Source: an optimization exercise on an open RTL-to-GDS flow (aim: small area and a short achievable clock period). Production flows keep margins and buffers that such runs may drop. At most, simulation tests tie the RTL to the original design; equivalence was not proved. No functional check of the RTL was part of run 1. Power figures rest on the tool's default switching activity, not on a simulated workload.

==> flow/design.v, too long to show whole: its modules and the start of the top module <==
// module alu_design: 498 lines
// module mt_fa: 4 lines
// module mt_ha: 4 lines
// module mt_inv: 3 lines
// module mt_nand: 3 lines
// module mt_and: 3 lines
// module mt_nor: 3 lines
// module mt_muxi: 3 lines
module alu_design #(parameter OPERAND_WIDTH = 16, parameter CMD_WIDTH = 4)(
	input CLK, RST, MODE, CE, CIN,
	input [CMD_WIDTH-1:0] CMD,
	input [1:0] INP_VALID,
	input [OPERAND_WIDTH-1:0] OPA, OPB,
	output reg ERR, OFLOW, E, G, L,
	output reg COUT,
	output reg [(2*OPERAND_WIDTH)-1:0] RES
);
  // ...
==> flow/flow/run.sh <==
#!/bin/bash
set -e
cp standard.sh standard_sh.txt
export BUFFER_PORTS_ARGS="-buffer_cell sky130_fd_sc_hd__buf_1"
bash standard.sh > standard.log 2>&1
==> flow/standard.sh <==
#!/bin/bash
# synth_recipe.tcl (not shown) runs the flow's synth.tcl, then flattens the netlist and writes it again
# the make line also repeats each setting of config.mk as NAME=value (left out here)
make -C /OpenROAD-flow-scripts/flow DESIGN_CONFIG=/design/flow/config.mk WORK_HOME=/design/flow/orfs CLKGATE_MAP_FILE= SYNTH_SCRIPT=/design/flow/synth_recipe.tcl "${@:-finish}"
==> flow/config.mk <==
export PLATFORM = sky130hd
export DESIGN_NAME = alu_design
export DESIGN_NICKNAME = alu_design
export VERILOG_FILES = /design/flow/design.v
export SDC_FILE = /design/flow/constraint.sdc
export NUM_CORES = 4
export LEC_CHECK = 0
export CAP_MARGIN = 20
export CORE_MARGIN = 2
export CORE_UTILIZATION = 40
export SETUP_SLACK_MARGIN = 4.8
export SLEW_MARGIN = 20
export SYNTH_HIERARCHICAL = 1
==> flow/constraint.sdc <==
create_clock -name core_clock -period 8.0 [get_ports {CLK}]
set_input_delay 1.6000 -clock core_clock [delete_from_list [all_inputs] [get_ports {CLK}]]
set_output_delay 1.6000 -clock core_clock [all_outputs]
set_load 0.01 [all_outputs]
==> impl_results.md, run 1 <==
- Maximum buffer depth of the clock tree: 2
- Met2 capacity usage during global routing: 40.8%
- Final worst-path setup slack: 4.50 ns
- DP Wirelength: 39000 um
- Register area: 4980 um2
- Endpoint of the worst hold path: ERR
- Leading cell type in the layout, fill and taps excluded: nor2_1
- Maximum capacitance violations: 0
- Total Routed Length: 54900 um
- DR vias: 13700
- Share of total power in sequential cells: 35.4%
- Crit-path cells: fa_1, ha_4, fa_2, a211oi_2, o21bai_1, o211a_1, o21a_4, o31a_1, buf_4, xor2_2, a221oi_2, nor2_1
- Kind of end point of the critical path: flop
- Levels on crit path: 12
- CTS tree: done
- Grt met1 use: 33.3%
- Kind of critical path: reg2reg
- Crit path buffers/inverters: 1
- Total clock sinks: 186
- Initial antenna violation count: 0
- Iter 0 DRT Violations: 1479
- Maximum level of the CTS H-tree: 4
- Share of the cycle needed by the critical path after routing: 43.8%
- Netlist area before placement: 17500 um2
- Worst Path Max Fanout: 5
- Compound-Gate Fraction of Synth Area: 11.0%
- Detail Route met3 WL: 3770 um
- Status: no timing/DRC/antenna violations
- Ports: 81
- Grt met3 use: 4.15%
- Number of sequential cells in the layout: 186
- Drt pass-1 iters: 5
- Sequential element share of the synthesized area: 27.8%
- Clock network power: 0.000796 W
- Multi-input logic area: 12600 um2
- Die Ht: 213 um
- Starting density of the core: 40.5%
- Fraction of the core area covered by cells at the end of the flow: 48.5%
- Regs by FF count: PS x32, RES x32, PC x29
- Number of clock buffers inserted by TritonCTS: 17
- Final Max Tran Viols: 0
- Wire length of the first global-routing pass: 83400 um
- Endpoint of the worst setup timing path: RES[15]
==> run 2, diff against run 1 <==
--- a/flow/design.v
+++ b/flow/design.v
@@ -116,17 +116,16 @@
 		mt_and u_a9 (.a(a[gi]), .b(m9), .y(a9[gi]));
 		mt_and u_b9 (.a(b[gi]), .b(m9), .y(b9[gi]));
 		for (gj = 0; gj < 16; gj = gj + 1) begin : g_pp
 			mt_nor u_pp (.a(na[gi]), .b(nb[gj]), .y(pp[gi][gj]));
 		end
 	end endgenerate
 	wire [204:0] fs, fc;
 	wire [28:0] hs, hc;
-	localparam MT_K = 23;
 	mt_ha u_ha0 (.a(a9[11]), .b(b9[11]), .s(hs[0]), .co(hc[0]));
 	mt_fa u_fa0 (.a(a9[12]), .b(b9[12]), .c(pp[0][12]), .s(fs[0]), .co(fc[0]));
 	mt_ha u_ha1 (.a(pp[10][2]), .b(pp[11][1]), .s(hs[1]), .co(hc[1]));
 	mt_fa u_fa1 (.a(a9[13]), .b(b9[13]), .c(pp[0][13]), .s(fs[1]), .co(fc[1]));
 	mt_fa u_fa2 (.a(pp[10][3]), .b(pp[11][2]), .c(pp[12][1]), .s(fs[2]), .co(fc[2]));
 	mt_ha u_ha2 (.a(pp[13][0]), .b(pp[1][12]), .s(hs[2]), .co(hc[2]));
 	mt_fa u_fa3 (.a(a9[14]), .b(b9[14]), .c(pp[0][14]), .s(fs[3]), .co(fc[3]));
 	mt_fa u_fa4 (.a(pp[10][4]), .b(pp[11][3]), .c(pp[12][2]), .s(fs[4]), .co(fc[4]));
@@ -449,21 +448,330 @@
 	assign ts[30] = fs[204];
 	assign tc[30] = 1'b0;
 	assign td[30] = 1'b0;
 	assign ts[31] = fc[204];
 	assign tc[31] = 1'b0;
 	assign td[31] = 1'b0;
 	reg [31:0] PS, PC, PD;
 	reg pvalid;
-	wire [31:0] p2s = PS ^ PC ^ PD;
-	wire [31:0] p2c = (PS & PC) | (PS & PD) | (PC & PD);
-	wire [31:0] px = {PS[31:MT_K], p2s[MT_K-1:0]};
-	wire [31:0] py = {PC[31:MT_K+1], p2c[MT_K-1:0], 1'b0};
-	wire [31:0] P = px + py;
+	wire [31:0] P;
+	wire [31:0] sb_s, sb_c;
+	mt_fa u_sb0 (.a(PS[0]), .b(PC[0]), .c(PD[0]), .s(sb_s[0]), .co(sb_c[0]));
+	mt_fa u_sb1 (.a(PS[1]), .b(PC[1]), .c(PD[1]), .s(sb_s[1]), .co(sb_c[1]));
+	mt_fa u_sb2 (.a(PS[2]), .b(PC[2]), .c(PD[2]), .s(sb_s[2]), .co(sb_c[2]));
+	mt_fa u_sb3 (.a(PS[3]), .b(PC[3]), .c(PD[3]), .s(sb_s[3]), .co(sb_c[3]));
+	mt_fa u_sb4 (.a(PS[4]), .b(PC[4]), .c(PD[4]), .s(sb_s[4]), .co(sb_c[4]));
+	mt_fa u_sb5 (.a(PS[5]), .b(PC[5]), .c(PD[5]), .s(sb_s[5]), .co(sb_c[5]));
+	mt_fa u_sb6 (.a(PS[6]), .b(PC[6]), .c(PD[6]), .s(sb_s[6]), .co(sb_c[6]));
+	mt_fa u_sb7 (.a(PS[7]), .b(PC[7]), .c(PD[7]), .s(sb_s[7]), .co(sb_c[7]));
+	mt_fa u_sb8 (.a(PS[8]), .b(PC[8]), .c(PD[8]), .s(sb_s[8]), .co(sb_c[8]));
+	mt_fa u_sb9 (.a(PS[9]), .b(PC[9]), .c(PD[9]), .s(sb_s[9]), .co(sb_c[9]));
+	mt_fa u_sb10 (.a(PS[10]), .b(PC[10]), .c(PD[10]), .s(sb_s[10]), .co(sb_c[10]));
+	mt_fa u_sb11 (.a(PS[11]), .b(PC[11]), .c(PD[11]), .s(sb_s[11]), .co(sb_c[11]));
+	mt_fa u_sb12 (.a(PS[12]), .b(PC[12]), .c(PD[12]), .s(sb_s[12]), .co(sb_c[12]));
+	mt_fa u_sb13 (.a(PS[13]), .b(PC[13]), .c(PD[13]), .s(sb_s[13]), .co(sb_c[13]));
+	mt_fa u_sb14 (.a(PS[14]), .b(PC[14]), .c(PD[14]), .s(sb_s[14]), .co(sb_c[14]));
+	mt_fa u_sb15 (.a(PS[15]), .b(PC[15]), .c(PD[15]), .s(sb_s[15]), .co(sb_c[15]));
+	mt_fa u_sb16 (.a(PS[16]), .b(PC[16]), .c(PD[16]), .s(sb_s[16]), .co(sb_c[16]));
+	mt_fa u_sb17 (.a(PS[17]), .b(PC[17]), .c(PD[17]), .s(sb_s[17]), .co(sb_c[17]));
+	mt_fa u_sb18 (.a(PS[18]), .b(PC[18]), .c(PD[18]), .s(sb_s[18]), .co(sb_c[18]));
+	mt_fa u_sb19 (.a(PS[19]), .b(PC[19]), .c(PD[19]), .s(sb_s[19]), .co(sb_c[19]));
+	mt_fa u_sb20 (.a(PS[20]), .b(PC[20]), .c(PD[20]), .s(sb_s[20]), .co(sb_c[20]));
+	mt_fa u_sb21 (.a(PS[21]), .b(PC[21]), .c(PD[21]), .s(sb_s[21]), .co(sb_c[21]));
+	mt_fa u_sb22 (.a(PS[22]), .b(PC[22]), .c(PD[22]), .s(sb_s[22]), .co(sb_c[22]));
+	wire [30:0] pk_s;
+	wire [283:0] pk_w;
+	mt_ha u_pk_h0 (.a(sb_s[1]), .b(sb_c[0]), .s(pk_w[0]), .co(pk_w[1]));
+	mt_ha u_pk_h1 (.a(sb_s[2]), .b(sb_c[1]), .s(pk_w[2]), .co(pk_w[3]));
+	mt_ha u_pk_h2 (.a(sb_s[3]), .b(sb_c[2]), .s(pk_w[4]), .co(pk_w[5]));
+	mt_ha u_pk_h3 (.a(sb_s[4]), .b(sb_c[3]), .s(pk_w[6]), .co(pk_w[7]));
+	mt_ha u_pk_h4 (.a(sb_s[5]), .b(sb_c[4]), .s(pk_w[8]), .co(pk_w[9]));
+	mt_ha u_pk_h5 (.a(sb_s[6]), .b(sb_c[5]), .s(pk_w[10]), .co(pk_w[11]));
+	mt_ha u_pk_h6 (.a(sb_s[7]), .b(sb_c[6]), .s(pk_w[12]), .co(pk_w[13]));
+	mt_ha u_pk_h7 (.a(sb_s[8]), .b(sb_c[7]), .s(pk_w[14]), .co(pk_w[15]));
+	mt_ha u_pk_h8 (.a(sb_s[9]), .b(sb_c[8]), .s(pk_w[16]), .co(pk_w[17]));
+	mt_ha u_pk_h9 (.a(sb_s[10]), .b(sb_c[9]), .s(pk_w[18]), .co(pk_w[19]));
+	mt_ha u_pk_h10 (.a(sb_s[11]), .b(sb_c[10]), .s(pk_w[20]), .co(pk_w[21]));
+	mt_ha u_pk_h11 (.a(sb_s[12]), .b(sb_c[11]), .s(pk_w[22]), .co(pk_w[23]));
+	mt_ha u_pk_h12 (.a(sb_s[13]), .b(sb_c[12]), .s(pk_w[24]), .co(pk_w[25]));
+	mt_ha u_pk_h13 (.a(sb_s[14]), .b(sb_c[13]), .s(pk_w[26]), .co(pk_w[27]));
+	mt_ha u_pk_h14 (.a(sb_s[15]), .b(sb_c[14]), .s(pk_w[28]), .co(pk_w[29]));
+	mt_ha u_pk_h15 (.a(sb_s[16]), .b(sb_c[15]), .s(pk_w[30]), .co(pk_w[31]));
+	mt_ha u_pk_h16 (.a(sb_s[17]), .b(sb_c[16]), .s(pk_w[32]), .co(pk_w[33]));
+	mt_ha u_pk_h17 (.a(sb_s[18]), .b(sb_c[17]), .s(pk_w[34]), .co(pk_w[35]));
+	mt_ha u_pk_h18 (.a(sb_s[19]), .b(sb_c[18]), .s(pk_w[36]), .co(pk_w[37]));
+	mt_ha u_pk_h19 (.a(sb_s[20]), .b(sb_c[19]), .s(pk_w[38]), .co(pk_w[39]));
+	mt_ha u_pk_h20 (.a(sb_s[21]), .b(sb_c[20]), .s(pk_w[40]), .co(pk_w[41]));
+	mt_ha u_pk_h21 (.a(sb_s[22]), .b(sb_c[21]), .s(pk_w[42]), .co(pk_w[43]));
+	mt_ha u_pk_h22 (.a(PS[23]), .b(sb_c[22]), .s(pk_w[44]), .co(pk_w[45]));
+	mt_ha u_pk_h23 (.a(PS[24]), .b(PC[24]), .s(pk_w[46]), .co(pk_w[47]));
+	mt_ha u_pk_h24 (.a(PS[25]), .b(PC[25]), .s(pk_w[48]), .co(pk_w[49]));
+	mt_ha u_pk_h25 (.a(PS[26]), .b(PC[26]), .s(pk_w[50]), .co(pk_w[51]));
+	mt_ha u_pk_h26 (.a(PS[27]), .b(PC[27]), .s(pk_w[52]), .co(pk_w[53]));
+	mt_ha u_pk_h27 (.a(PS[28]), .b(PC[28]), .s(pk_w[54]), .co(pk_w[55]));
+	mt_ha u_pk_h28 (.a(PS[29]), .b(PC[29]), .s(pk_w[56]), .co(pk_w[57]));
+	mt_aoi21 u_pk_g59 (.a(pk_w[3]), .b(pk_w[2]), .c(pk_w[1]), .y(pk_w[58]));
+	mt_aoi21 u_pk_g60 (.a(pk_w[5]), .b(pk_w[4]), .c(pk_w[3]), .y(pk_w[59]));
+	mt_nand u_pk_p61 (.a(pk_w[4]), .b(pk_w[2]), .y(pk_w[60]));
+	mt_aoi21 u_pk_g62 (.a(pk_w[7]), .b(pk_w[6]), .c(pk_w[5]), .y(pk_w[61]));
+	mt_nand u_pk_p63 (.a(pk_w[6]), .b(pk_w[4]), .y(pk_w[62]));
+	mt_aoi21 u_pk_g64 (.a(pk_w[9]), .b(pk_w[8]), .c(pk_w[7]), .y(pk_w[63]));
+	mt_nand u_pk_p65 (.a(pk_w[8]), .b(pk_w[6]), .y(pk_w[64]));
+	mt_aoi21 u_pk_g66 (.a(pk_w[11]), .b(pk_w[10]), .c(pk_w[9]), .y(pk_w[65]));
+	mt_nand u_pk_p67 (.a(pk_w[10]), .b(pk_w[8]), .y(pk_w[66]));
+	mt_aoi21 u_pk_g68 (.a(pk_w[13]), .b(pk_w[12]), .c(pk_w[11]), .y(pk_w[67]));
+	mt_nand u_pk_p69 (.a(pk_w[12]), .b(pk_w[10]), .y(pk_w[68]));
+	mt_aoi21 u_pk_g70 (.a(pk_w[15]), .b(pk_w[14]), .c(pk_w[13]), .y(pk_w[69]));
+	mt_nand u_pk_p71 (.a(pk_w[14]), .b(pk_w[12]), .y(pk_w[70]));
+	mt_aoi21 u_pk_g72 (.a(pk_w[17]), .b(pk_w[16]), .c(pk_w[15]), .y(pk_w[71]));
+	mt_nand u_pk_p73 (.a(pk_w[16]), .b(pk_w[14]), .y(pk_w[72]));
+	mt_aoi21 u_pk_g74 (.a(pk_w[19]), .b(pk_w[18]), .c(pk_w[17]), .y(pk_w[73]));
+	mt_nand u_pk_p75 (.a(pk_w[18]), .b(pk_w[16]), .y(pk_w[74]));
+	mt_aoi21 u_pk_g76 (.a(pk_w[21]), .b(pk_w[20]), .c(pk_w[19]), .y(pk_w[75]));
+	mt_nand u_pk_p77 (.a(pk_w[20]), .b(pk_w[18]), .y(pk_w[76]));
+	mt_aoi21 u_pk_g78 (.a(pk_w[23]), .b(pk_w[22]), .c(pk_w[21]), .y(pk_w[77]));
+	mt_nand u_pk_p79 (.a(pk_w[22]), .b(pk_w[20]), .y(pk_w[78]));
+	mt_aoi21 u_pk_g80 (.a(pk_w[25]), .b(pk_w[24]), .c(pk_w[23]), .y(pk_w[79]));
+	mt_nand u_pk_p81 (.a(pk_w[24]), .b(pk_w[22]), .y(pk_w[80]));
+	mt_aoi21 u_pk_g82 (.a(pk_w[27]), .b(pk_w[26]), .c(pk_w[25]), .y(pk_w[81]));
+	mt_nand u_pk_p83 (.a(pk_w[26]), .b(pk_w[24]), .y(pk_w[82]));
+	mt_aoi21 u_pk_g84 (.a(pk_w[29]), .b(pk_w[28]), .c(pk_w[27]), .y(pk_w[83]));
+	mt_nand u_pk_p85 (.a(pk_w[28]), .b(pk_w[26]), .y(pk_w[84]));
+	mt_aoi21 u_pk_g86 (.a(pk_w[31]), .b(pk_w[30]), .c(pk_w[29]), .y(pk_w[85]));
+	mt_nand u_pk_p87 (.a(pk_w[30]), .b(pk_w[28]), .y(pk_w[86]));
+	mt_aoi21 u_pk_g88 (.a(pk_w[33]), .b(pk_w[32]), .c(pk_w[31]), .y(pk_w[87]));
+	mt_nand u_pk_p89 (.a(pk_w[32]), .b(pk_w[30]), .y(pk_w[88]));
+	mt_aoi21 u_pk_g90 (.a(pk_w[35]), .b(pk_w[34]), .c(pk_w[33]), .y(pk_w[89]));
+	mt_nand u_pk_p91 (.a(pk_w[34]), .b(pk_w[32]), .y(pk_w[90]));
+	mt_aoi21 u_pk_g92 (.a(pk_w[37]), .b(pk_w[36]), .c(pk_w[35]), .y(pk_w[91]));
+	mt_nand u_pk_p93 (.a(pk_w[36]), .b(pk_w[34]), .y(pk_w[92]));
+	mt_aoi21 u_pk_g94 (.a(pk_w[39]), .b(pk_w[38]), .c(pk_w[37]), .y(pk_w[93]));
+	mt_nand u_pk_p95 (.a(pk_w[38]), .b(pk_w[36]), .y(pk_w[94]));
+	mt_aoi21 u_pk_g96 (.a(pk_w[41]), .b(pk_w[40]), .c(pk_w[39]), .y(pk_w[95]));
+	mt_nand u_pk_p97 (.a(pk_w[40]), .b(pk_w[38]), .y(pk_w[96]));
+	mt_aoi21 u_pk_g98 (.a(pk_w[43]), .b(pk_w[42]), .c(pk_w[41]), .y(pk_w[97]));
+	mt_nand u_pk_p99 (.a(pk_w[42]), .b(pk_w[40]), .y(pk_w[98]));
+	mt_aoi21 u_pk_g100 (.a(pk_w[45]), .b(pk_w[44]), .c(pk_w[43]), .y(pk_w[99]));
+	mt_nand u_pk_p101 (.a(pk_w[44]), .b(pk_w[42]), .y(pk_w[100]));
+	mt_aoi21 u_pk_g102 (.a(pk_w[47]), .b(pk_w[46]), .c(pk_w[45]), .y(pk_w[101]));
+	mt_nand u_pk_p103 (.a(pk_w[46]), .b(pk_w[44]), .y(pk_w[102]));
+	mt_aoi21 u_pk_g104 (.a(pk_w[49]), .b(pk_w[48]), .c(pk_w[47]), .y(pk_w[103]));
+	mt_nand u_pk_p105 (.a(pk_w[48]), .b(pk_w[46]), .y(pk_w[104]));
+	mt_aoi21 u_pk_g106 (.a(pk_w[51]), .b(pk_w[50]), .c(pk_w[49]), .y(pk_w[105]));
+	mt_nand u_pk_p107 (.a(pk_w[50]), .b(pk_w[48]), .y(pk_w[106]));
+	mt_aoi21 u_pk_g108 (.a(pk_w[53]), .b(pk_w[52]), .c(pk_w[51]), .y(pk_w[107]));
+	mt_nand u_pk_p109 (.a(pk_w[52]), .b(pk_w[50]), .y(pk_w[108]));
+	mt_aoi21 u_pk_g110 (.a(pk_w[55]), .b(pk_w[54]), .c(pk_w[53]), .y(pk_w[109]));
+	mt_nand u_pk_p111 (.a(pk_w[54]), .b(pk_w[52]), .y(pk_w[110]));
+	mt_aoi21 u_pk_g112 (.a(pk_w[57]), .b(pk_w[56]), .c(pk_w[55]), .y(pk_w[111]));
+	mt_nand u_pk_p113 (.a(pk_w[56]), .b(pk_w[54]), .y(pk_w[112]));
+	mt_aoi21 u_pk_g114 (.a(1'b0), .b(PS[30]), .c(pk_w[57]), .y(pk_w[113]));
+	mt_nand u_pk_p115 (.a(PS[30]), .b(pk_w[56]), .y(pk_w[114]));
+	mt_aoi21 u_pk_g116 (.a(1'b0), .b(PS[31]), .c(1'b0), .y(pk_w[115]));
+	mt_nand u_pk_p117 (.a(PS[31]), .b(PS[30]), .y(pk_w[116]));
+	mt_inv u_pk_i118 (.a(pk_w[1]), .y(pk_w[117]));
+	mt_oai21 u_pk_g119 (.a(pk_w[59]), .b(pk_w[60]), .c(pk_w[117]), .y(pk_w[118]));
+	mt_oai21 u_pk_g120 (.a(pk_w[61]), .b(pk_w[62]), .c(pk_w[58]), .y(pk_w[119]));
+	mt_oai21 u_pk_g121 (.a(pk_w[63]), .b(pk_w[64]), .c(pk_w[59]), .y(pk_w[120]));
+	mt_nor u_pk_p122 (.a(pk_w[64]), .b(pk_w[60]), .y(pk_w[121]));
+	mt_oai21 u_pk_g123 (.a(pk_w[65]), .b(pk_w[66]), .c(pk_w[61]), .y(pk_w[122]));
+	mt_nor u_pk_p124 (.a(pk_w[66]), .b(pk_w[62]), .y(pk_w[123]));
+	mt_oai21 u_pk_g125 (.a(pk_w[67]), .b(pk_w[68]), .c(pk_w[63]), .y(pk_w[124]));
+	mt_nor u_pk_p126 (.a(pk_w[68]), .b(pk_w[64]), .y(pk_w[125]));
+	mt_oai21 u_pk_g127 (.a(pk_w[69]), .b(pk_w[70]), .c(pk_w[65]), .y(pk_w[126]));
+	mt_nor u_pk_p128 (.a(pk_w[70]), .b(pk_w[66]), .y(pk_w[127]));
+	mt_oai21 u_pk_g129 (.a(pk_w[71]), .b(pk_w[72]), .c(pk_w[67]), .y(pk_w[128]));
+	mt_nor u_pk_p130 (.a(pk_w[72]), .b(pk_w[68]), .y(pk_w[129]));
+	mt_oai21 u_pk_g131 (.a(pk_w[73]), .b(pk_w[74]), .c(pk_w[69]), .y(pk_w[130]));
+	mt_nor u_pk_p132 (.a(pk_w[74]), .b(pk_w[70]), .y(pk_w[131]));
+	mt_oai21 u_pk_g133 (.a(pk_w[75]), .b(pk_w[76]), .c(pk_w[71]), .y(pk_w[132]));
+	mt_nor u_pk_p134 (.a(pk_w[76]), .b(pk_w[72]), .y(pk_w[133]));
+	mt_oai21 u_pk_g135 (.a(pk_w[77]), .b(pk_w[78]), .c(pk_w[73]), .y(pk_w[134]));
+	mt_nor u_pk_p136 (.a(pk_w[78]), .b(pk_w[74]), .y(pk_w[135]));
+	mt_oai21 u_pk_g137 (.a(pk_w[79]), .b(pk_w[80]), .c(pk_w[75]), .y(pk_w[136]));
+	mt_nor u_pk_p138 (.a(pk_w[80]), .b(pk_w[76]), .y(pk_w[137]));
+	mt_oai21 u_pk_g139 (.a(pk_w[81]), .b(pk_w[82]), .c(pk_w[77]), .y(pk_w[138]));
+	mt_nor u_pk_p140 (.a(pk_w[82]), .b(pk_w[78]), .y(pk_w[139]));
+	mt_oai21 u_pk_g141 (.a(pk_w[83]), .b(pk_w[84]), .c(pk_w[79]), .y(pk_w[140]));
+	mt_nor u_pk_p142 (.a(pk_w[84]), .b(pk_w[80]), .y(pk_w[141]));
+	mt_oai21 u_pk_g143 (.a(pk_w[85]), .b(pk_w[86]), .c(pk_w[81]), .y(pk_w[142]));
+	mt_nor u_pk_p144 (.a(pk_w[86]), .b(pk_w[82]), .y(pk_w[143]));
+	mt_oai21 u_pk_g145 (.a(pk_w[87]), .b(pk_w[88]), .c(pk_w[83]), .y(pk_w[144]));
+	mt_nor u_pk_p146 (.a(pk_w[88]), .b(pk_w[84]), .y(pk_w[145]));
+	mt_oai21 u_pk_g147 (.a(pk_w[89]), .b(pk_w[90]), .c(pk_w[85]), .y(pk_w[146]));
+	mt_nor u_pk_p148 (.a(pk_w[90]), .b(pk_w[86]), .y(pk_w[147]));
+	mt_oai21 u_pk_g149 (.a(pk_w[91]), .b(pk_w[92]), .c(pk_w[87]), .y(pk_w[148]));
+	mt_nor u_pk_p150 (.a(pk_w[92]), .b(pk_w[88]), .y(pk_w[149]));
+	mt_oai21 u_pk_g151 (.a(pk_w[93]), .b(pk_w[94]), .c(pk_w[89]), .y(pk_w[150]));
+	mt_nor u_pk_p152 (.a(pk_w[94]), .b(pk_w[90]), .y(pk_w[151]));
+	mt_oai21 u_pk_g153 (.a(pk_w[95]), .b(pk_w[96]), .c(pk_w[91]), .y(pk_w[152]));
+	mt_nor u_pk_p154 (.a(pk_w[96]), .b(pk_w[92]), .y(pk_w[153]));
+	mt_oai21 u_pk_g155 (.a(pk_w[97]), .b(pk_w[98]), .c(pk_w[93]), .y(pk_w[154]));
+	mt_nor u_pk_p156 (.a(pk_w[98]), .b(pk_w[94]), .y(pk_w[155]));
+	mt_oai21 u_pk_g157 (.a(pk_w[99]), .b(pk_w[100]), .c(pk_w[95]), .y(pk_w[156]));
+	mt_nor u_pk_p158 (.a(pk_w[100]), .b(pk_w[96]), .y(pk_w[157]));
+	mt_oai21 u_pk_g159 (.a(pk_w[101]), .b(pk_w[102]), .c(pk_w[97]), .y(pk_w[158]));
+	mt_nor u_pk_p160 (.a(pk_w[102]), .b(pk_w[98]), .y(pk_w[159]));
+	mt_oai21 u_pk_g161 (.a(pk_w[103]), .b(pk_w[104]), .c(pk_w[99]), .y(pk_w[160]));
+	mt_nor u_pk_p162 (.a(pk_w[104]), .b(pk_w[100]), .y(pk_w[161]));
+	mt_oai21 u_pk_g163 (.a(pk_w[105]), .b(pk_w[106]), .c(pk_w[101]), .y(pk_w[162]));
+	mt_nor u_pk_p164 (.a(pk_w[106]), .b(pk_w[102]), .y(pk_w[163]));
+	mt_oai21 u_pk_g165 (.a(pk_w[107]), .b(pk_w[108]), .c(pk_w[103]), .y(pk_w[164]));
+	mt_nor u_pk_p166 (.a(pk_w[108]), .b(pk_w[104]), .y(pk_w[165]));
+	mt_oai21 u_pk_g167 (.a(pk_w[109]), .b(pk_w[110]), .c(pk_w[105]), .y(pk_w[166]));
+	mt_nor u_pk_p168 (.a(pk_w[110]), .b(pk_w[106]), .y(pk_w[167]));
+	mt_oai21 u_pk_g169 (.a(pk_w[111]), .b(pk_w[112]), .c(pk_w[107]), .y(pk_w[168]));
+	mt_nor u_pk_p170 (.a(pk_w[112]), .b(pk_w[108]), .y(pk_w[169]));
+	mt_oai21 u_pk_g171 (.a(pk_w[113]), .b(pk_w[114]), .c(pk_w[109]), .y(pk_w[170]));
+	mt_nor u_pk_p172 (.a(pk_w[114]), .b(pk_w[110]), .y(pk_w[171]));
+	mt_oai21 u_pk_g173 (.a(pk_w[115]), .b(pk_w[116]), .c(pk_w[111]), .y(pk_w[172]));
+	mt_nor u_pk_p174 (.a(pk_w[116]), .b(pk_w[112]), .y(pk_w[173]));
+	mt_aoi21 u_pk_g175 (.a(pk_w[120]), .b(pk_w[121]), .c(pk_w[1]), .y(pk_w[174]));
+	mt_inv u_pk_i176 (.a(pk_w[58]), .y(pk_w[175]));
+	mt_aoi21 u_pk_g177 (.a(pk_w[122]), .b(pk_w[123]), .c(pk_w[175]), .y(pk_w[176]));
+	mt_aoi21 u_pk_g178 (.a(pk_w[124]), .b(pk_w[125]), .c(pk_w[118]), .y(pk_w[177]));
+	mt_aoi21 u_pk_g179 (.a(pk_w[126]), .b(pk_w[127]), .c(pk_w[119]), .y(pk_w[178]));
+	mt_aoi21 u_pk_g180 (.a(pk_w[128]), .b(pk_w[129]), .c(pk_w[120]), .y(pk_w[179]));
+	mt_nand u_pk_p181 (.a(pk_w[129]), .b(pk_w[121]), .y(pk_w[180]));
+	mt_aoi21 u_pk_g182 (.a(pk_w[130]), .b(pk_w[131]), .c(pk_w[122]), .y(pk_w[181]));
+	mt_nand u_pk_p183 (.a(pk_w[131]), .b(pk_w[123]), .y(pk_w[182]));
+	mt_aoi21 u_pk_g184 (.a(pk_w[132]), .b(pk_w[133]), .c(pk_w[124]), .y(pk_w[183]));
+	mt_nand u_pk_p185 (.a(pk_w[133]), .b(pk_w[125]), .y(pk_w[184]));
+	mt_aoi21 u_pk_g186 (.a(pk_w[134]), .b(pk_w[135]), .c(pk_w[126]), .y(pk_w[185]));
+	mt_nand u_pk_p187 (.a(pk_w[135]), .b(pk_w[127]), .y(pk_w[186]));
+	mt_aoi21 u_pk_g188 (.a(pk_w[136]), .b(pk_w[137]), .c(pk_w[128]), .y(pk_w[187]));
+	mt_nand u_pk_p189 (.a(pk_w[137]), .b(pk_w[129]), .y(pk_w[188]));
+	mt_aoi21 u_pk_g190 (.a(pk_w[138]), .b(pk_w[139]), .c(pk_w[130]), .y(pk_w[189]));
+	mt_nand u_pk_p191 (.a(pk_w[139]), .b(pk_w[131]), .y(pk_w[190]));
+	mt_aoi21 u_pk_g192 (.a(pk_w[140]), .b(pk_w[141]), .c(pk_w[132]), .y(pk_w[191]));
+	mt_nand u_pk_p193 (.a(pk_w[141]), .b(pk_w[133]), .y(pk_w[192]));
+	mt_aoi21 u_pk_g194 (.a(pk_w[142]), .b(pk_w[143]), .c(pk_w[134]), .y(pk_w[193]));
+	mt_nand u_pk_p195 (.a(pk_w[143]), .b(pk_w[135]), .y(pk_w[194]));
+	mt_aoi21 u_pk_g196 (.a(pk_w[144]), .b(pk_w[145]), .c(pk_w[136]), .y(pk_w[195]));
+	mt_nand u_pk_p197 (.a(pk_w[145]), .b(pk_w[137]), .y(pk_w[196]));
+	mt_aoi21 u_pk_g198 (.a(pk_w[146]), .b(pk_w[147]), .c(pk_w[138]), .y(pk_w[197]));
+	mt_nand u_pk_p199 (.a(pk_w[147]), .b(pk_w[139]), .y(pk_w[198]));
+	mt_aoi21 u_pk_g200 (.a(pk_w[148]), .b(pk_w[149]), .c(pk_w[140]), .y(pk_w[199]));
+	mt_nand u_pk_p201 (.a(pk_w[149]), .b(pk_w[141]), .y(pk_w[200]));
+	mt_aoi21 u_pk_g202 (.a(pk_w[150]), .b(pk_w[151]), .c(pk_w[142]), .y(pk_w[201]));
+	mt_nand u_pk_p203 (.a(pk_w[151]), .b(pk_w[143]), .y(pk_w[202]));
+	mt_aoi21 u_pk_g204 (.a(pk_w[152]), .b(pk_w[153]), .c(pk_w[144]), .y(pk_w[203]));
+	mt_nand u_pk_p205 (.a(pk_w[153]), .b(pk_w[145]), .y(pk_w[204]));
+	mt_aoi21 u_pk_g206 (.a(pk_w[154]), .b(pk_w[155]), .c(pk_w[146]), .y(pk_w[205]));
+	mt_nand u_pk_p207 (.a(pk_w[155]), .b(pk_w[147]), .y(pk_w[206]));
+	mt_aoi21 u_pk_g208 (.a(pk_w[156]), .b(pk_w[157]), .c(pk_w[148]), .y(pk_w[207]));
+	mt_nand u_pk_p209 (.a(pk_w[157]), .b(pk_w[149]), .y(pk_w[208]));
+	mt_aoi21 u_pk_g210 (.a(pk_w[158]), .b(pk_w[159]), .c(pk_w[150]), .y(pk_w[209]));
+	mt_nand u_pk_p211 (.a(pk_w[159]), .b(pk_w[151]), .y(pk_w[210]));
+	mt_aoi21 u_pk_g212 (.a(pk_w[160]), .b(pk_w[161]), .c(pk_w[152]), .y(pk_w[211]));
+	mt_nand u_pk_p213 (.a(pk_w[161]), .b(pk_w[153]), .y(pk_w[212]));
+	mt_aoi21 u_pk_g214 (.a(pk_w[162]), .b(pk_w[163]), .c(pk_w[154]), .y(pk_w[213]));
+	mt_nand u_pk_p215 (.a(pk_w[163]), .b(pk_w[155]), .y(pk_w[214]));
+	mt_aoi21 u_pk_g216 (.a(pk_w[164]), .b(pk_w[165]), .c(pk_w[156]), .y(pk_w[215]));
+	mt_nand u_pk_p217 (.a(pk_w[165]), .b(pk_w[157]), .y(pk_w[216]));
+	mt_aoi21 u_pk_g218 (.a(pk_w[166]), .b(pk_w[167]), .c(pk_w[158]), .y(pk_w[217]));
+	mt_nand u_pk_p219 (.a(pk_w[167]), .b(pk_w[159]), .y(pk_w[218]));
+	mt_aoi21 u_pk_g220 (.a(pk_w[168]), .b(pk_w[169]), .c(pk_w[160]), .y(pk_w[219]));
+	mt_nand u_pk_p221 (.a(pk_w[169]), .b(pk_w[161]), .y(pk_w[220]));
+	mt_aoi21 u_pk_g222 (.a(pk_w[170]), .b(pk_w[171]), .c(pk_w[162]), .y(pk_w[221]));
+	mt_nand u_pk_p223 (.a(pk_w[171]), .b(pk_w[163]), .y(pk_w[222]));
+	mt_aoi21 u_pk_g224 (.a(pk_w[172]), .b(pk_w[173]), .c(pk_w[164]), .y(pk_w[223]));
+	mt_nand u_pk_p225 (.a(pk_w[173]), .b(pk_w[165]), .y(pk_w[224]));
+	mt_oai21 u_pk_g226 (.a(pk_w[179]), .b(pk_w[180]), .c(pk_w[117]), .y(pk_w[225]));
+	mt_oai21 u_pk_g227 (.a(pk_w[181]), .b(pk_w[182]), .c(pk_w[58]), .y(pk_w[226]));
+	mt_inv u_pk_i228 (.a(pk_w[118]), .y(pk_w[227]));
+	mt_oai21 u_pk_g229 (.a(pk_w[183]), .b(pk_w[184]), .c(pk_w[227]), .y(pk_w[228]));
+	mt_inv u_pk_i230 (.a(pk_w[119]), .y(pk_w[229]));
+	mt_oai21 u_pk_g231 (.a(pk_w[185]), .b(pk_w[186]), .c(pk_w[229]), .y(pk_w[230]));
+	mt_oai21 u_pk_g232 (.a(pk_w[187]), .b(pk_w[188]), .c(pk_w[174]), .y(pk_w[231]));
+	mt_oai21 u_pk_g233 (.a(pk_w[189]), .b(pk_w[190]), .c(pk_w[176]), .y(pk_w[232]));
+	mt_oai21 u_pk_g234 (.a(pk_w[191]), .b(pk_w[192]), .c(pk_w[177]), .y(pk_w[233]));
+	mt_oai21 u_pk_g235 (.a(pk_w[193]), .b(pk_w[194]), .c(pk_w[178]), .y(pk_w[234]));
+	mt_oai21 u_pk_g236 (.a(pk_w[195]), .b(pk_w[196]), .c(pk_w[179]), .y(pk_w[235]));
+	mt_nor u_pk_p237 (.a(pk_w[196]), .b(pk_w[180]), .y(pk_w[236]));
+	mt_oai21 u_pk_g238 (.a(pk_w[197]), .b(pk_w[198]), .c(pk_w[181]), .y(pk_w[237]));
+	mt_nor u_pk_p239 (.a(pk_w[198]), .b(pk_w[182]), .y(pk_w[238]));
+	mt_oai21 u_pk_g240 (.a(pk_w[199]), .b(pk_w[200]), .c(pk_w[183]), .y(pk_w[239]));
+	mt_nor u_pk_p241 (.a(pk_w[200]), .b(pk_w[184]), .y(pk_w[240]));
+	mt_oai21 u_pk_g242 (.a(pk_w[201]), .b(pk_w[202]), .c(pk_w[185]), .y(pk_w[241]));
+	mt_nor u_pk_p243 (.a(pk_w[202]), .b(pk_w[186]), .y(pk_w[242]));
+	mt_oai21 u_pk_g244 (.a(pk_w[203]), .b(pk_w[204]), .c(pk_w[187]), .y(pk_w[243]));
+	mt_nor u_pk_p245 (.a(pk_w[204]), .b(pk_w[188]), .y(pk_w[244]));
+	mt_oai21 u_pk_g246 (.a(pk_w[205]), .b(pk_w[206]), .c(pk_w[189]), .y(pk_w[245]));
+	mt_nor u_pk_p247 (.a(pk_w[206]), .b(pk_w[190]), .y(pk_w[246]));
+	mt_oai21 u_pk_g248 (.a(pk_w[207]), .b(pk_w[208]), .c(pk_w[191]), .y(pk_w[247]));
+	mt_nor u_pk_p249 (.a(pk_w[208]), .b(pk_w[192]), .y(pk_w[248]));
+	mt_oai21 u_pk_g250 (.a(pk_w[209]), .b(pk_w[210]), .c(pk_w[193]), .y(pk_w[249]));
+	mt_nor u_pk_p251 (.a(pk_w[210]), .b(pk_w[194]), .y(pk_w[250]));
+	mt_oai21 u_pk_g252 (.a(pk_w[211]), .b(pk_w[212]), .c(pk_w[195]), .y(pk_w[251]));
+	mt_nor u_pk_p253 (.a(pk_w[212]), .b(pk_w[196]), .y(pk_w[252]));
+	mt_oai21 u_pk_g254 (.a(pk_w[213]), .b(pk_w[214]), .c(pk_w[197]), .y(pk_w[253]));
+	mt_nor u_pk_p255 (.a(pk_w[214]), .b(pk_w[198]), .y(pk_w[254]));
+	mt_oai21 u_pk_g256 (.a(pk_w[215]), .b(pk_w[216]), .c(pk_w[199]), .y(pk_w[255]));
+	mt_nor u_pk_p257 (.a(pk_w[216]), .b(pk_w[200]), .y(pk_w[256]));
+	mt_oai21 u_pk_g258 (.a(pk_w[217]), .b(pk_w[218]), .c(pk_w[201]), .y(pk_w[257]));
+	mt_nor u_pk_p259 (.a(pk_w[218]), .b(pk_w[202]), .y(pk_w[258]));
+	mt_oai21 u_pk_g260 (.a(pk_w[219]), .b(pk_w[220]), .c(pk_w[203]), .y(pk_w[259]));
+	mt_nor u_pk_p261 (.a(pk_w[220]), .b(pk_w[204]), .y(pk_w[260]));
+	mt_oai21 u_pk_g262 (.a(pk_w[221]), .b(pk_w[222]), .c(pk_w[205]), .y(pk_w[261]));
+	mt_nor u_pk_p263 (.a(pk_w[222]), .b(pk_w[206]), .y(pk_w[262]));
+	mt_oai21 u_pk_g264 (.a(pk_w[223]), .b(pk_w[224]), .c(pk_w[207]), .y(pk_w[263]));
+	mt_nor u_pk_p265 (.a(pk_w[224]), .b(pk_w[208]), .y(pk_w[264]));
+	mt_aoi21 u_pk_g266 (.a(pk_w[235]), .b(pk_w[236]), .c(pk_w[1]), .y(pk_w[265]));
+	mt_aoi21 u_pk_g267 (.a(pk_w[237]), .b(pk_w[238]), .c(pk_w[175]), .y(pk_w[266]));
+	mt_aoi21 u_pk_g268 (.a(pk_w[239]), .b(pk_w[240]), .c(pk_w[118]), .y(pk_w[267]));
+	mt_aoi21 u_pk_g269 (.a(pk_w[241]), .b(pk_w[242]), .c(pk_w[119]), .y(pk_w[268]));
+	mt_inv u_pk_i270 (.a(pk_w[174]), .y(pk_w[269]));
+	mt_aoi21 u_pk_g271 (.a(pk_w[243]), .b(pk_w[244]), .c(pk_w[269]), .y(pk_w[270]));
+	mt_inv u_pk_i272 (.a(pk_w[176]), .y(pk_w[271]));
+	mt_aoi21 u_pk_g273 (.a(pk_w[245]), .b(pk_w[246]), .c(pk_w[271]), .y(pk_w[272]));
+	mt_inv u_pk_i274 (.a(pk_w[177]), .y(pk_w[273]));
+	mt_aoi21 u_pk_g275 (.a(pk_w[247]), .b(pk_w[248]), .c(pk_w[273]), .y(pk_w[274]));
+	mt_inv u_pk_i276 (.a(pk_w[178]), .y(pk_w[275]));
+	mt_aoi21 u_pk_g277 (.a(pk_w[249]), .b(pk_w[250]), .c(pk_w[275]), .y(pk_w[276]));
+	mt_aoi21 u_pk_g278 (.a(pk_w[251]), .b(pk_w[252]), .c(pk_w[225]), .y(pk_w[277]));
+	mt_aoi21 u_pk_g279 (.a(pk_w[253]), .b(pk_w[254]), .c(pk_w[226]), .y(pk_w[278]));
+	mt_aoi21 u_pk_g280 (.a(pk_w[255]), .b(pk_w[256]), .c(pk_w[228]), .y(pk_w[279]));
+	mt_aoi21 u_pk_g281 (.a(pk_w[257]), .b(pk_w[258]), .c(pk_w[230]), .y(pk_w[280]));
+	mt_aoi21 u_pk_g282 (.a(pk_w[259]), .b(pk_w[260]), .c(pk_w[231]), .y(pk_w[281]));
+	mt_aoi21 u_pk_g283 (.a(pk_w[261]), .b(pk_w[262]), .c(pk_w[232]), .y(pk_w[282]));
+	mt_aoi21 u_pk_g284 (.a(pk_w[263]), .b(pk_w[264]), .c(pk_w[233]), .y(pk_w[283]));
+	assign pk_s[0] = pk_w[0];
+	mt_xor u_pk_x1 (.a(pk_w[2]), .b(pk_w[1]), .y(pk_s[1]));
+	mt_xnor u_pk_x2 (.a(pk_w[4]), .b(pk_w[58]), .y(pk_s[2]));
+	mt_xor u_pk_x3 (.a(pk_w[6]), .b(pk_w[118]), .y(pk_s[3]));
+	mt_xor u_pk_x4 (.a(pk_w[8]), .b(pk_w[119]), .y(pk_s[4]));
+	mt_xnor u_pk_x5 (.a(pk_w[10]), .b(pk_w[174]), .y(pk_s[5]));
+	mt_xnor u_pk_x6 (.a(pk_w[12]), .b(pk_w[176]), .y(pk_s[6]));
+	mt_xnor u_pk_x7 (.a(pk_w[14]), .b(pk_w[177]), .y(pk_s[7]));
+	mt_xnor u_pk_x8 (.a(pk_w[16]), .b(pk_w[178]), .y(pk_s[8]));
+	mt_xor u_pk_x9 (.a(pk_w[18]), .b(pk_w[225]), .y(pk_s[9]));
+	mt_xor u_pk_x10 (.a(pk_w[20]), .b(pk_w[226]), .y(pk_s[10]));
+	mt_xor u_pk_x11 (.a(pk_w[22]), .b(pk_w[228]), .y(pk_s[11]));
+	mt_xor u_pk_x12 (.a(pk_w[24]), .b(pk_w[230]), .y(pk_s[12]));
+	mt_xor u_pk_x13 (.a(pk_w[26]), .b(pk_w[231]), .y(pk_s[13]));
+	mt_xor u_pk_x14 (.a(pk_w[28]), .b(pk_w[232]), .y(pk_s[14]));
+	mt_xor u_pk_x15 (.a(pk_w[30]), .b(pk_w[233]), .y(pk_s[15]));
+	mt_xor u_pk_x16 (.a(pk_w[32]), .b(pk_w[234]), .y(pk_s[16]));
+	mt_xnor u_pk_x17 (.a(pk_w[34]), .b(pk_w[265]), .y(pk_s[17]));
+	mt_xnor u_pk_x18 (.a(pk_w[36]), .b(pk_w[266]), .y(pk_s[18]));
+	mt_xnor u_pk_x19 (.a(pk_w[38]), .b(pk_w[267]), .y(pk_s[19]));
+	mt_xnor u_pk_x20 (.a(pk_w[40]), .b(pk_w[268]), .y(pk_s[20]));
+	mt_xnor u_pk_x21 (.a(pk_w[42]), .b(pk_w[270]), .y(pk_s[21]));
+	mt_xnor u_pk_x22 (.a(pk_w[44]), .b(pk_w[272]), .y(pk_s[22]));
+	mt_xnor u_pk_x23 (.a(pk_w[46]), .b(pk_w[274]), .y(pk_s[23]));
+	mt_xnor u_pk_x24 (.a(pk_w[48]), .b(pk_w[276]), .y(pk_s[24]));
+	mt_xnor u_pk_x25 (.a(pk_w[50]), .b(pk_w[277]), .y(pk_s[25]));
+	mt_xnor u_pk_x26 (.a(pk_w[52]), .b(pk_w[278]), .y(pk_s[26]));
+	mt_xnor u_pk_x27 (.a(pk_w[54]), .b(pk_w[279]), .y(pk_s[27]));
+	mt_xnor u_pk_x28 (.a(pk_w[56]), .b(pk_w[280]), .y(pk_s[28]));
+	mt_xnor u_pk_x29 (.a(PS[30]), .b(pk_w[281]), .y(pk_s[29]));
+	mt_xnor u_pk_x30 (.a(PS[31]), .b(pk_w[282]), .y(pk_s[30]));
+	assign P = {pk_s, sb_s[0]};
 	wire pv = c_mul & pvalid;
 	wire [31:0] res_n = {{15{pv}} & P[31:17],
 	                     (c_add & sum[16]) | (pv & P[16]),
 	                     ({16{c_add}} & sum[15:0]) | lres | ({16{pv}} & P[15:0])};
 	wire ovf_s = (ax[15] ~^ ay[15]) & (sum[15] ^ ax[15]);
 	wire oflow_n = (c_ofsub & sum[16]) | (c_ofsv & ovf_s) | c_ofk;
 	wire oflow_idle_n = c_ofidle | (c_of11v & sum[15]);
 	wire cout_n = c_cout & sum[16];
@@ -514,8 +822,20 @@
 	assign y = a & b;
 endmodule
 module mt_nor(input a, input b, output y);
 	assign y = ~(a | b);
 endmodule
 module mt_muxi(input s, input d1, input d0, output y);
 	assign y = ~(s ? d1 : d0);
 endmodule
+module mt_aoi21(input a, input b, input c, output y);
+	assign y = ~(a | (b & c));
+endmodule
+module mt_oai21(input a, input b, input c, output y);
+	assign y = ~(a & (b | c));
+endmodule
+module mt_xor(input a, input b, output y);
+	assign y = a ^ b;
+endmodule
+module mt_xnor(input a, input b, output y);
+	assign y = ~(a ^ b);
+endmodule
==> impl_results.md, run 2 <==
- Synth Instances: 1797 (was 1670)
- Area Overhead vs Synth: 16.7% (was 19.6%)
- Yosys warning count: 7 (unchanged)
- PortBufs: 80 (unchanged)
- Flip-flop and latch count after synthesis: 186 (unchanged)
- Ratio of cells with drive above 1 in the final layout: 18.9% (was 20.7%)
- Hold-fix buffers, CTS: 0 (unchanged)
- FF-to-FF Start: b[1] (was PD[1])
- Standard-cell rows: 78 (was 76)
- Syn Nets: 2214 (was 2087)
- Post-synthesis cell type with the largest combined area: fa_1 (unchanged)
- Clock period minus worst slack: 3.27 ns (was 3.50 ns)
- Total Routed Length: 58600 um (was 54900 um)
- Worst Tran Pin Value: 0.874 ns (was 1.00 ns)
- Dominant delay contributor by cell family on the critical path: adder cells (was compound AO/OA/AOI/OAI gates)
- Cell at the root of the clock tree: clkbuf_16 (unchanged)
- Post-route worst hold slack: 0.409 ns (was 0.428 ns)
- Wire length of the first global-routing pass: 91000 um (was 83400 um)
- Kind of end point of the critical path: flop (unchanged)
- Worst-Skew Late Latency: 0.50 ns (was 0.47 ns)
- Final TNS setup: 0 ns (unchanged)
- Endpoint of the worst hold path: ERR (unchanged)
- Number of design rule violations left after detail routing: 0 (unchanged)
- Area share of the largest cell type after synthesis: 25.3% (was 26.4%)
- Overall die area: 47200 um2 (was 45500 um2)
- Number of placed cells counting well taps: 2437 (was 2302)
- Sequential element share of the synthesized area: 26.8% (was 27.8%)
- Total clock sinks: 186 (unchanged)
- Filler instances: 4190 (was 3977)
- Share of the cycle needed by the critical path after routing: 40.8% (was 43.8%)
- Required time worst endpoint: 8.25 ns (was 8.40 ns)
- Share of total power in sequential cells: 35.0% (was 35.4%)
- Distinct cell type count after synthesis: 74 (was 70)
- Number of clock buffers inserted by TritonCTS: 17 (unchanged)
- Power Internal: 0.00209 W (was 0.00208 W)
- Clock slew at the register clock pins of the worst setup and hold paths: 0.08 ns (was 0.07 ns)
- Crit path buffers/inverters: 1 (unchanged)
- Class of the tightest hold or removal check: reg2reg (unchanged)
- Design Power: 0.00330 W (was 0.00325 W)
- Crit-path cells: clkinvlp_4, nor2_2, fa_1, fa_2, fa_1, fa_2, fa_2 (was fa_1, ha_4, fa_2, a211oi_2, o21bai_1, o211a_1, o21a_4, o31a_1, buf_4, xor2_2, a221oi_2, nor2_1)
- Area of the core: 45100 um2 (was 43200 um2)
- Netlist area before placement: 18200 um2 (was 17500 um2)
- Detailed-route wire length per cell: 22.9 um (was 22.4 um)
- Non-filler instance count after layout: 2566 (was 2453)
- Ports: 81 (unchanged)
- Switching power as a share of total power: 36.6% (was 35.9%)
- # nets final: 2370 (was 2272)
- Kind of critical path: reg2reg (unchanged)
- Iter 0 DRT Violations: 1410 (was 1479)
- DR vias: 14600 (was 13700)
- Most used cell along the critical path: fa_2
- R2R depth: 7 (was 12)
- Critical path startpoint category: flop (unchanged)
- Multi-input logic area: 13200 um2 (was 12600 um2)
- Register area: 5000 um2 (was 4980 um2)
- Maximum buffer depth of the clock tree: 2 (unchanged)
- Final antenna-violating net count: 0 (unchanged)
- Maximum number of pins on one net before global-route repair: 76 (was 75)
- Ratio of routed vias to standard cells: 5.69 (was 5.57)
- Power dissipated by switching net loads: 0.00121 W (was 0.00117 W)
- Status: no timing/DRC/antenna violations (unchanged)
- IR Drop Worst-Case VDD: 0.105 mV (was 0.151 mV)
- Power per standard cell area: 155 nW/um2 (about the same)
- Dominant cells by area after synthesis: fa_1 25%, edfxtp_1 14%, ha_1 9.9%, dfrtp_1 8.3%, nor2_1 7.1% (was fa_1 26%, edfxtp_1 14%, ha_1 10%, dfrtp_1 8.6%, nor2_1 6.9%)
- Asr flop ratio synth: 32.3% (unchanged)
- Number of global-route vias before repair: 15100 (was 14000)
- CP max stage cell: fa_2 (was fa_1)
- Cell leakage power: 8.82 nW (was 8.94 nW)
- Largest stage delay, worst path: 0.56 ns (was 0.53 ns)
- Flop2flop setup slack: 4.73 ns (was 4.50 ns)
- Hold Crit Depth: 1 (unchanged)
- Final Max Tran Viols: 0 (unchanged)
- Final Wtd Congestion: 0.946 (was 0.891)
- Final hold viol count: 0 (unchanged)
- Achievable clock frequency: 0.306 GHz (was 0.286 GHz)
- Initial antenna violation count: 1 (was 0)
- Fraction of the core area covered by cells at the end of the flow: 47.1% (was 48.5%)
- Setup repair after global routing missed its margin: true (unchanged)
- Post-synth top flop: edfxtp_1 (unchanged)
- Dominant cell by count in the synthesized netlist: nor2_1 (unchanged)
- Maximum level of the CTS H-tree: 4 (unchanged)
- Share of total power in the clock network: 26.7% (was 24.5%)
- Die Ht: 217 um (was 213 um)
- DP Wirelength: 42800 um (was 39000 um)
- Maximum capacitance violations: 0 (unchanged)
- Gr usage total: 25.9% (was 24.9%)
- Fin Clk Skew: 0.0154 ns (was 0.0114 ns)
- Overflow left after global routing: 0 (unchanged)
- Final setup violating endpoints: 0 (unchanged)
- CP arrival: 3.52 ns (was 3.90 ns)
- Mean cell area of the mapped netlist: 10.1 um2 (was 10.5 um2)
- End of the worst register-to-register path: PD[17] (was RES[15])
- Regs by FF count: PS x32, RES x32, PC x29 (unchanged)
- Starting density of the core: 40.3% (was 40.5%)
- Number of flops mapped to enable cells by yosys: 84 (unchanged)
- Comb power frac: 38.3% (was 40.1%)
- Number of diodes: 0 (unchanged)
- Slew Limit Headroom: 41.7% (was 33.4%)
- Hold path startpoint: c_nerr (unchanged)
- Commonest cells after routing, fill and taps aside: 322 x nor2_1, 206 x fa_1, 135 x nand2_1 (was 288 x nor2_1, 184 x fa_1, 135 x ha_1)
- Drt pass-1 iters: 5 (unchanged)
- Worst Path Max Fanout: 3 (was 5)
- Most frequent cells after synthesis: 342 x nor2_1, 230 x fa_1, 144 x ha_1, 140 x nand2_1, 111 x inv_1 (was 322 x nor2_1, 231 x fa_1, 143 x ha_1, 110 x inv_1, 92 x nand2_1)
- CTS tree: done (unchanged)
- DIE WIDTH: 217 um (was 213 um)
- Leading cell type in the layout, fill and taps excluded: nor2_1 (unchanged)
==> run 2: timing repair <==
item	4_1_cts	5_1_grt
pin swaps	30	21
setup endpoints to repair	124	117
cloned	0	0
gates resized for setup	189	61
buffers inserted	73	24
==> run 2: stage by stage <==
stage          worst slack (ns)  cell area [um2]
2_1_floorplan              4.66            18200
3_3_place_gp               4.11            19000
3_5_place_dp               4.06            19000
4_1_cts                    4.73            20800
5_1_grt                    4.70            21200
6_report                   4.73            21200
==> run 2: worst max path at each step <==
| stage | to | slack [ns] | start | cells past startpoint |
|---|---|---|---|---|
| finish | PD[17] | 4.73 | b[1] | 7 |
| global route | RES[15] | 4.70 | PD[12] | 11 |
| CTS | PD[17] | 4.73 | b[1] | 7 |
| detailed placement | PS[21] | 4.06 | CE | 4 |
| global placement | PS[23] | 4.11 | CE | 4 |
| floorplan | PD[16] | 4.66 | rs[0] | 7 |
==> run 2: metal layers <==
layer	GRT usage, %	up-vias	share of wire [%]
met4	10.7	0	4.0
met2	40.6	649	46
li1	-	6476	-
met3	5.55	129	7.7
met5	0	-	0
met1	34.7	7343	42
==> run 2: area by class of cell <==
cell class	instances	share of cell area, %
multi-input cells	1456	62.0
inverters	111	2.89
flip-flops and latches	186	23.6
clock inverters	15	0.725
repair buffers	181	5.30
well taps	600	3.54
clock buffers	17	2.01
==> run 2: logic make-up (layout without fill, tap and decap cells) <==
logic type	Yosys count	in the layout	synth area share [%]
other	1	1	0.0206
DFF	186	186	26.8
buffers and inverters	155	324	3.56
AOI/OAI and AO/OA	337	337	13.0
and+or+nand+nor	608	608	14.2
xor gates and xnor gates	52	52	2.50
adders and majority gates	374	374	35.2
muxes	84	84	4.74
==> run 2: Yosys stat by module, one instance, submodules excluded <==
module	copies in the design	area, um2
mt_nand	50	3.75
mt_xnor	19	8.76
mt_ha	58	12.5
mt_nor	296	3.75
mt_aoi21	69	8.76
mt_oai21	50	5.00
mt_muxi	64	10.0
alu_design	1	9490
mt_xor	11	8.76
mt_fa	228	20.0
mt_inv	40	3.75
mt_and	32	6.26
==> run 2: power groups by stage <==
| stage | combinational, W | sequential, W | clock, W |
|---|---|---|---|
| after CTS | 0.00122 | 0.00116 | 0.000903 |
| final | 0.00126 | 0.00115 | 0.000880 |
| after global routing | 0.00142 | 0.00116 | 0.000929 |
| after detailed placement | 0.00114 | 0.00119 | 0 |
| after floorplan | 0.000774 | 0.00116 | 0 |
| after global placement | 0.00111 | 0.00119 | 0 |

-- static timing again, ports no longer ideal --
How much do the figures lean on ideal ports? The routed layouts below were timed once more, with nothing changed but the port constraints. Step 1: set_driving_cell puts a clkbuf_16 on CLK and a buf_2 on each other input, an assumption about the parent block. Step 2 moves the port delays by t, midway between the first and last clock arrival at a register: inputs arrive t later, outputs are due t later. That takes back most of the time a late clock gives input paths. Slacks: ideal ports / drivers / drivers and shift; pairs: ideal ports / drivers.
run	t, ns	setup WS [ns]	hold slack, ns	worst setup path at the end	pins driven straight from the clock port
run 1	0.522	4.499 / 4.499 / 4.411	0.428 / 0.428 / 0.428	input to register	1
run 2	0.547	4.734 / 4.734 / 4.354	0.409 / 0.409 / 0.409	input to register	1
After both steps setup and hold are still met in every run listed. For run 2, which loses most, drivers alone change the setup slack by 0.000 ns; drivers and shift together by -0.380 ns.
